This is an optimization exercise on Yosys and OpenROAD, whose aim is small area and a short achievable clock period, not a production implementation.
The RTL was checked by simulation tests, not by an equivalence proof against the original design.
The flow treats the clock pin as an ideal source. Dropping or thinning the clock tree relies on that and would not hold on a real chip.
Power figures rest on the tool's default switching activity, not on a simulated workload.

== job 4795 ==
// fifo
module fifo(input [8-1:0]  data_in,
            input write_enb,
            input read,
            output [8-1:0] data_out,
            output reg full,
            output reg empty,
            input clock,
            input reset
           );
==> flow/config.mk <==
export PLATFORM = sky130hd
export DESIGN_NAME = fifo
export DESIGN_NICKNAME = fifo
export VERILOG_FILES = /design/flow/design.v
export SDC_FILE = /design/flow/constraint.sdc
export NUM_CORES = 4
export LEC_CHECK = 0
export CAP_MARGIN = 20
export CORE_MARGIN = 2
export CORE_UTILIZATION = 50
export SETUP_SLACK_MARGIN = 1.95
export SLEW_MARGIN = 20
export SYNTH_HIERARCHICAL = 1
export TNS_END_PERCENT = 20
==> flow/constraint.sdc <==
create_clock -name core_clock -period 3.5 [get_ports {clock}]
set_input_delay 0.7000 -clock core_clock [delete_from_list [all_inputs] [get_ports {clock}]]
set_output_delay 0.7000 -clock core_clock [all_outputs]
set_load 0.01 [all_outputs]
standard.sh (not shown) runs the stock make flow with config.mk's settings and CLKGATE_MAP_FILE= SYNTH_SCRIPT=/design/flow/synth_recipe.tcl, a recipe that flattens the netlist after the stock synthesis.
==> flow/flow/run.sh <==
#!/bin/bash
set -euo pipefail
here=$(pwd)
res=$here/orfs/results/sky130hd/fifo/base
export BUFFER_PORTS_ARGS="-buffer_cell sky130_fd_sc_hd__buf_2"
export MY_CTS_K=18 MY_CTS_LEAF=sky130_fd_sc_hd__clkbuf_8 MY_CTS_ROOT=sky130_fd_sc_hd__clkbuf_8
bash standard.sh synth > synth.log 2>&1
bash standard.sh run RUN_SCRIPT=$here/flow/downsize.tcl RUN_LOG_NAME_STEM=1_4_downsize > downsize.log 2>&1
grep -q "^downsize:" downsize.log
touch $res/1_synth.sdc
bash standard.sh place > place.log 2>&1
bash standard.sh run RUN_SCRIPT=$here/flow/my_cts.tcl RUN_LOG_NAME_STEM=4_1_cts_custom > cts.log 2>&1
test -f $res/4_1_cts.odb
cp $res/4_1_cts.odb $res/4_cts.odb
touch $res/4_cts.sdc
bash standard.sh finish > finish.log 2>&1
==> flow/flow/my_cts.tcl <==
source $::env(SCRIPTS_DIR)/load.tcl
erase_non_stage_variables cts
load_design 3_place.odb 3_place.sdc

set K        [expr {[info exists ::env(MY_CTS_K)] ? $::env(MY_CTS_K) : 12}]
set LEAF     [expr {[info exists ::env(MY_CTS_LEAF)] ? $::env(MY_CTS_LEAF) : "sky130_fd_sc_hd__clkbuf_16"}]
set R        [expr {[info exists ::env(MY_CTS_R)] ? $::env(MY_CTS_R) : 4}]
set ROOT     [expr {[info exists ::env(MY_CTS_ROOT)] ? $::env(MY_CTS_ROOT) : "sky130_fd_sc_hd__clkbuf_16"}]

set block [ord::get_db_block]

# Output port buffers: move each next to the register that drives it (the
# buffer then drives the wire to the pin), unless MY_CTS_KEEP_OUTBUF is set.
if {![info exists ::env(MY_CTS_KEEP_OUTBUF)]} {
  foreach bt [$block getBTerms] {
    if {[$bt getIoType] ne "OUTPUT"} continue
    set net [$bt getNet]
    set drv ""
    foreach it [$net getITerms] { if {[$it isOutputSignal]} { set drv [$it getInst] } }
    if {$drv eq ""} continue
    set a ""
    foreach it [$drv getITerms] { if {[$it isInputSignal]} { set a $it } }
    if {$a eq "" || [$a getNet] eq "NULL"} continue
    set src ""
    foreach it [[$a getNet] getITerms] { if {[$it isOutputSignal]} { set src [$it getInst] } }
    if {$src eq ""} continue
    set box [$src getBBox]
    $drv setLocation [$box xMax] [$box yMin]
    puts "my_cts: output buffer [$drv getName] moved next to [$src getName]"
  }
}
set clk_net [$block findNet clock]

# register clock pins on the clock net
set sinks {}
foreach it [$clk_net getITerms] {
  set inst [$it getInst]
  set box [$inst getBBox]
  set x [expr {([$box xMin] + [$box xMax]) / 2.0}]
  set y [expr {([$box yMin] + [$box yMax]) / 2.0}]
  lappend sinks [list $it $x $y]
}
set n [llength $sinks]
puts "my_cts: $n sinks, $K clusters"

# k-means, seeded with sinks spread along the sorted-by-x order
set sorted [lsort -real -index 1 $sinks]
set cent {}
for {set k 0} {$k < $K} {incr k} {
  set s [lindex $sorted [expr {int(($k + 0.5) * $n / $K)}]]
  lappend cent [list [lindex $s 1] [lindex $s 2]]
}
set cap [expr {int(ceil(1.15 * $n / $K))}]
for {set iter 0} {$iter < 40} {incr iter} {
  # capacity-limited assignment: sinks in order of best distance
  set cand {}
  set si 0
  foreach s $sinks {
    set k 0
    foreach c $cent {
      set d [expr {abs([lindex $s 1] - [lindex $c 0]) + abs([lindex $s 2] - [lindex $c 1])}]
      lappend cand [list $d $si $k]
      incr k
    }
    incr si
  }
  set cand [lsort -real -index 0 $cand]
  array unset asg
  array unset cnt
  for {set k 0} {$k < $K} {incr k} { set cnt($k) 0 }
  foreach c $cand {
    lassign $c d si k
    if {[info exists asg($si)]} continue
    if {$cnt($k) >= $cap} continue
    set asg($si) $k
    incr cnt($k)
  }
  set newc {}
  for {set k 0} {$k < $K} {incr k} { set sx($k) 0.0; set sy($k) 0.0 }
  for {set si 0} {$si < $n} {incr si} {
    set k $asg($si)
    set s [lindex $sinks $si]
    set sx($k) [expr {$sx($k) + [lindex $s 1]}]
    set sy($k) [expr {$sy($k) + [lindex $s 2]}]
  }
  for {set k 0} {$k < $K} {incr k} {
    if {$cnt($k) > 0} {
      lappend newc [list [expr {$sx($k) / $cnt($k)}] [expr {$sy($k) / $cnt($k)}]]
    } else {
      lappend newc [lindex $cent $k]
    }
  }
  set cent $newc
}

set lib_root [get_lib_cells $ROOT]
set lib_leaf [get_lib_cells $LEAF]
set db [ord::get_db]
set m_root [$db findMaster $ROOT]
set m_leaf [$db findMaster $LEAF]

# group the leaf buffers: k-means on the leaf positions, R groups
set lsorted {}
for {set k 0} {$k < $K} {incr k} { lappend lsorted [list $k {*}[lindex $cent $k]] }
set lsorted [lsort -real -index 1 $lsorted]
set rcent {}
for {set r 0} {$r < $R} {incr r} {
  set s [lindex $lsorted [expr {int(($r + 0.5) * $K / $R)}]]
  lappend rcent [list [lindex $s 1] [lindex $s 2]]
}
set rcap [expr {int(ceil(1.0 * $K / $R))}]
for {set iter 0} {$iter < 30} {incr iter} {
  set cand {}
  for {set k 0} {$k < $K} {incr k} {
    set c [lindex $cent $k]
    set r 0
    foreach rc $rcent {
      lappend cand [list [expr {abs([lindex $c 0] - [lindex $rc 0]) + abs([lindex $c 1] - [lindex $rc 1])}] $k $r]
      incr r
    }
  }
  set cand [lsort -real -index 0 $cand]
  array unset rasg
  array unset rcnt
  for {set r 0} {$r < $R} {incr r} { set rcnt($r) 0; set rsx($r) 0.0; set rsy($r) 0.0 }
  foreach c $cand {
    lassign $c d k r
    if {[info exists rasg($k)]} continue
    if {$rcnt($r) >= $rcap} continue
    set rasg($k) $r
    incr rcnt($r)
  }
  for {set k 0} {$k < $K} {incr k} {
    set r $rasg($k)
    set rsx($r) [expr {$rsx($r) + [lindex [lindex $cent $k] 0]}]
    set rsy($r) [expr {$rsy($r) + [lindex [lindex $cent $k] 1]}]
  }
  set newr {}
  for {set r 0} {$r < $R} {incr r} {
    if {$rcnt($r) > 0} {
      lappend newr [list [expr {$rsx($r) / $rcnt($r)}] [expr {$rsy($r) / $rcnt($r)}]]
    } else {
      lappend newr [lindex $rcent $r]
    }
  }
  set rcent $newr
}

for {set r 0} {$r < $R} {incr r} {
  set rc [lindex $rcent $r]
  set root [odb::dbInst_create $block $m_root clkbuf_root_$r]
  $root setLocation [expr {int([lindex $rc 0])}] [expr {int([lindex $rc 1])}]
  $root setPlacementStatus PLACED
  set rnet [odb::dbNet_create $block clknet_root_$r]
  $rnet setSigType CLOCK
  [$root findITerm A] connect $clk_net
  [$root findITerm X] connect $rnet
  set rootnet($r) $rnet
  puts "my_cts: root $r: $rcnt($r) leaves at $rc"
}

for {set k 0} {$k < $K} {incr k} {
  set c [lindex $cent $k]
  set leaf [odb::dbInst_create $block $m_leaf clkbuf_leaf_$k]
  $leaf setLocation [expr {int([lindex $c 0])}] [expr {int([lindex $c 1])}]
  $leaf setPlacementStatus PLACED
  set net [odb::dbNet_create $block clknet_leaf_$k]
  $net setSigType CLOCK
  [$leaf findITerm A] connect $rootnet($rasg($k))
  [$leaf findITerm X] connect $net
  set leafnet($k) $net
}
for {set si 0} {$si < $n} {incr si} {
  set it [lindex [lindex $sinks $si] 0]
  $it disconnect
  $it connect $leafnet($asg($si))
}
for {set k 0} {$k < $K} {incr k} { puts "my_cts: leaf $k: $cnt($k) sinks at [lindex $cent $k]" }

set_propagated_clock [all_clocks]
estimate_parasitics -placement
report_clock_skew
report_clock_latency

set_placement_padding -global \
  -left $::env(CELL_PAD_IN_SITES_DETAIL_PLACEMENT) \
  -right $::env(CELL_PAD_IN_SITES_DETAIL_PLACEMENT)
detailed_placement
estimate_parasitics -placement

if { !$::env(SKIP_CTS_REPAIR_TIMING) } {
  repair_timing_helper
  detailed_placement
  check_placement -verbose
}
estimate_parasitics -placement
report_clock_skew
report_clock_latency
report_worst_slack

orfs_write_db $::env(RESULTS_DIR)/4_1_cts.odb
orfs_write_sdc $::env(RESULTS_DIR)/4_cts.sdc
Other scripts of this flow, unchanged in this note and not shown: flow/flow/downsize.tcl
Job 4795 | status: complete | timing, DRC, antenna: pass
Here is what was changed in the inputs of job 3679 compared with job 4795.
- a change of TNS_END_PERCENT from 20 to 10
diff --git a/flow/flow/run.sh b/flow/flow/run.sh
--- a/flow/flow/run.sh
+++ b/flow/flow/run.sh
@@ -5,3 +5,2 @@
 export BUFFER_PORTS_ARGS="-buffer_cell sky130_fd_sc_hd__buf_2"
-export MY_CTS_K=18 MY_CTS_LEAF=sky130_fd_sc_hd__clkbuf_8 MY_CTS_ROOT=sky130_fd_sc_hd__clkbuf_8
 bash standard.sh synth > synth.log 2>&1
==> comparison <==
Job 3679 — fraction of layout cells with a size suffix above 1 3.7 points higher, job 4795 as reference
Comparing job 3679 and job 4795, number of multi-input combinational cells is higher on job 3679.
Between job 3679 and job 4795, the clock skew is lower for job 3679.
The area overhead of the layout relative to synthesis in job 3679 sits 3.8 points above the value recorded for job 4795.
Job 4795 → job 3679: combined flip-flop and latch cell area comparable, combinational group share of total power comparable, clock share of power now larger, final clock period utilization by the worst path now smaller.
Relative to job 4795, the final cell area reported for job 3679 is higher.
Input changes introduced in job 6668 (baseline for comparison: job 3679):
- changing SETUP_SLACK_MARGIN from 1.95 to 2.05
diff --git a/flow/flow/run.sh b/flow/flow/run.sh
--- a/flow/flow/run.sh
+++ b/flow/flow/run.sh
@@ -5,2 +5,3 @@
 export BUFFER_PORTS_ARGS="-buffer_cell sky130_fd_sc_hd__buf_2"
+export MY_CTS_K=18 MY_CTS_LEAF=sky130_fd_sc_hd__clkbuf_8 MY_CTS_ROOT=sky130_fd_sc_hd__clkbuf_8
 bash standard.sh synth > synth.log 2>&1
Of job 6668 and job 3679, the lower clock latency on the worst-skew pair belongs to job 3679.
Comparing job 6668 with job 3679, the number of stages on the worst hold path came out essentially unchanged.
Re worst slew margin relative to its limit: job 6668 and job 3679 aren't equal, and the higher value belongs to job 6668.
| total internal power | lower: job 6668 |
Going from job 3679 to job 6668, layout overhead on the synthesized area grows by 0.26 points.
First-pass GRT wire length (higher): job 6668
Job 6668 vs job 3679 on share of power burned in the clock network: job 6668 is the lower one.
Re area of the mapped netlist: no difference whatsoever between job 6668 and job 3679.
Total power of the final layout, job 6668 and job 3679, lower one = job 6668.
The total wirelength of the detailed-routed design of job 6668 was inferior to that of job 3679.
The following lists how job 3520 was set up differently from job 6668:
- changing SETUP_SLACK_MARGIN from 2.05 to 1.95
Job 6668 → job 3520: required arrival time at the worst endpoint up 0.70 ns, fraction of power consumed by the clock network up 0.2 points, via count down 74.
Diff job 6668 -> job 3520: die area stayed essentially flat; share of the cycle needed by the critical path after routing up 0.40 points; count of mapped cells out of synthesis ~0 delta.
Sequential share of layout area for job 3520: 2.5 points up relative to job 6668
Combinational power, job 3520 and job 6668: larger value in job 6668
Changes observed in job 3520 relative to job 6668: critical-path maximum fanout shows an increase of 34; finished layout cell area has decreased.
#### Input delta (job 6066 over job 3520)
diff --git a/flow/flow/run.sh b/flow/flow/run.sh
--- a/flow/flow/run.sh
+++ b/flow/flow/run.sh
@@ -5,3 +5,2 @@
 export BUFFER_PORTS_ARGS="-buffer_cell sky130_fd_sc_hd__buf_2"
-export MY_CTS_K=18 MY_CTS_LEAF=sky130_fd_sc_hd__clkbuf_8 MY_CTS_ROOT=sky130_fd_sc_hd__clkbuf_8
 bash standard.sh synth > synth.log 2>&1
diff --git a/flow/flow/my_cts.tcl b/flow/flow/my_cts.tcl
--- a/flow/flow/my_cts.tcl
+++ b/flow/flow/my_cts.tcl
@@ -10,23 +10,2 @@
 set block [ord::get_db_block]
-
-# Output port buffers: move each next to the register that drives it (the
-# buffer then drives the wire to the pin), unless MY_CTS_KEEP_OUTBUF is set.
-if {![info exists ::env(MY_CTS_KEEP_OUTBUF)]} {
-  foreach bt [$block getBTerms] {
-    if {[$bt getIoType] ne "OUTPUT"} continue
-    set net [$bt getNet]
-    set drv ""
-    foreach it [$net getITerms] { if {[$it isOutputSignal]} { set drv [$it getInst] } }
-    if {$drv eq ""} continue
-    set a ""
-    foreach it [$drv getITerms] { if {[$it isInputSignal]} { set a $it } }
-    if {$a eq "" || [$a getNet] eq "NULL"} continue
-    set src ""
-    foreach it [[$a getNet] getITerms] { if {[$it isOutputSignal]} { set src [$it getInst] } }
-    if {$src eq ""} continue
-    set box [$src getBBox]
-    $drv setLocation [$box xMax] [$box yMin]
-    puts "my_cts: output buffer [$drv getName] moved next to [$src getName]"
-  }
-}
 set clk_net [$block findNet clock]
## What came out
- Summary of the comparison: final design utilization is higher in job 6066, relative to job 3520.
- Job 6066 vs. job 3520: total power consumption of the routed design +280 uW; final critical delay including setup and external delays +0.10 ns; area of all placed cells without fillers +3.1%; worst hold slack +0.010 ns; upper clock frequency limit -37 MHz.
- Via count in job 6066 vs job 3520: up 2.0%
- The critical path's slowest cell comes out buf_4 in one run and edfxtp_1 in the other, namely in job 3520 and job 6066 respectively.
For job 3655, these inputs were changed with respect to job 6066:
diff --git a/flow/flow/run.sh b/flow/flow/run.sh
--- a/flow/flow/run.sh
+++ b/flow/flow/run.sh
@@ -5,2 +5,3 @@
 export BUFFER_PORTS_ARGS="-buffer_cell sky130_fd_sc_hd__buf_2"
+export MY_CTS_K=16 MY_CTS_LEAF=sky130_fd_sc_hd__clkbuf_8 MY_CTS_ROOT=sky130_fd_sc_hd__clkbuf_8
 bash standard.sh synth > synth.log 2>&1
diff --git a/flow/flow/my_cts.tcl b/flow/flow/my_cts.tcl
--- a/flow/flow/my_cts.tcl
+++ b/flow/flow/my_cts.tcl
@@ -10,2 +10,23 @@
 set block [ord::get_db_block]
+
+# Output port buffers: move each next to the register that drives it (the
+# buffer then drives the wire to the pin), unless MY_CTS_KEEP_OUTBUF is set.
+if {![info exists ::env(MY_CTS_KEEP_OUTBUF)]} {
+  foreach bt [$block getBTerms] {
+    if {[$bt getIoType] ne "OUTPUT"} continue
+    set net [$bt getNet]
+    set drv ""
+    foreach it [$net getITerms] { if {[$it isOutputSignal]} { set drv [$it getInst] } }
+    if {$drv eq ""} continue
+    set a ""
+    foreach it [$drv getITerms] { if {[$it isInputSignal]} { set a $it } }
+    if {$a eq "" || [$a getNet] eq "NULL"} continue
+    set src ""
+    foreach it [[$a getNet] getITerms] { if {[$it isOutputSignal]} { set src [$it getInst] } }
+    if {$src eq ""} continue
+    set box [$src getBBox]
+    $drv setLocation [$box xMax] [$box yMin]
+    puts "my_cts: output buffer [$drv getName] moved next to [$src getName]"
+  }
+}
 set clk_net [$block findNet clock]
--- outcome ---
- Job 6066 reports its type of the worst setup path as reg2out while job 3655 reports in2reg.
- Job 3655 vs. job 6066: final clock skew shows an increase of 0.015 ns; total of fill cells in the finished design now larger; part of the cycle the worst path needs decreased 2.9 points.
- Power: job 3655 vs job 6066 down about 6%
- Footprint of the flip-flops and latches delta (job 3655 -> job 6066): insignificant
In every run of this note, the design's own scripts or RTL, not TritonCTS, make the clock network.

==> port drivers added, routing unchanged <==
In the flow no input, the clock included, has a driving cell. The finished layouts below were timed again as built, in two steps.
Step 1 (the two cells are an assumption about what drives the block):
set clk [get_ports {clock}]
set_driving_cell -lib_cell sky130_fd_sc_hd__clkbuf_16 $clk
set_driving_cell -lib_cell sky130_fd_sc_hd__buf_2 [delete_from_list [all_inputs] $clk]
Step 2 times the ports against the registers' clock, not the clock port: input delays grow and output delays shrink by t, the midpoint of the rising clock arrivals with the driver on.
Slacks: ideal / step 1 / step 2; pairs: ideal / step 1.
run	shift t [ns]	setup WS [ns]	hold WS [ns]	worst register clock-pin slew, ns
job 4795	0.391	1.888 / 1.846 / 1.573	0.418 / 0.418 / 0.418	0.10 / 0.10
job 3679	0.387	1.920 / 1.864 / 1.603	0.430 / 0.430 / 0.430	0.09 / 0.09
job 6668	0.393	1.921 / 1.846 / 1.596	0.416 / 0.416 / 0.416	0.10 / 0.10
job 3520	0.392	1.907 / 1.847 / 1.564	0.420 / 0.420 / 0.420	0.10 / 0.10
job 6066	0.385	1.808 / 1.717 / 1.607	0.430 / 0.430 / 0.430	0.09 / 0.09
job 3655	0.392	1.910 / 1.860 / 1.565	0.442 / 0.442 / 0.442	0.12 / 0.12
After both steps setup and hold are still met in every run listed. The setup slack of job 3655, which loses most, moves by -0.050 ns with the drivers and by -0.345 ns with both steps.
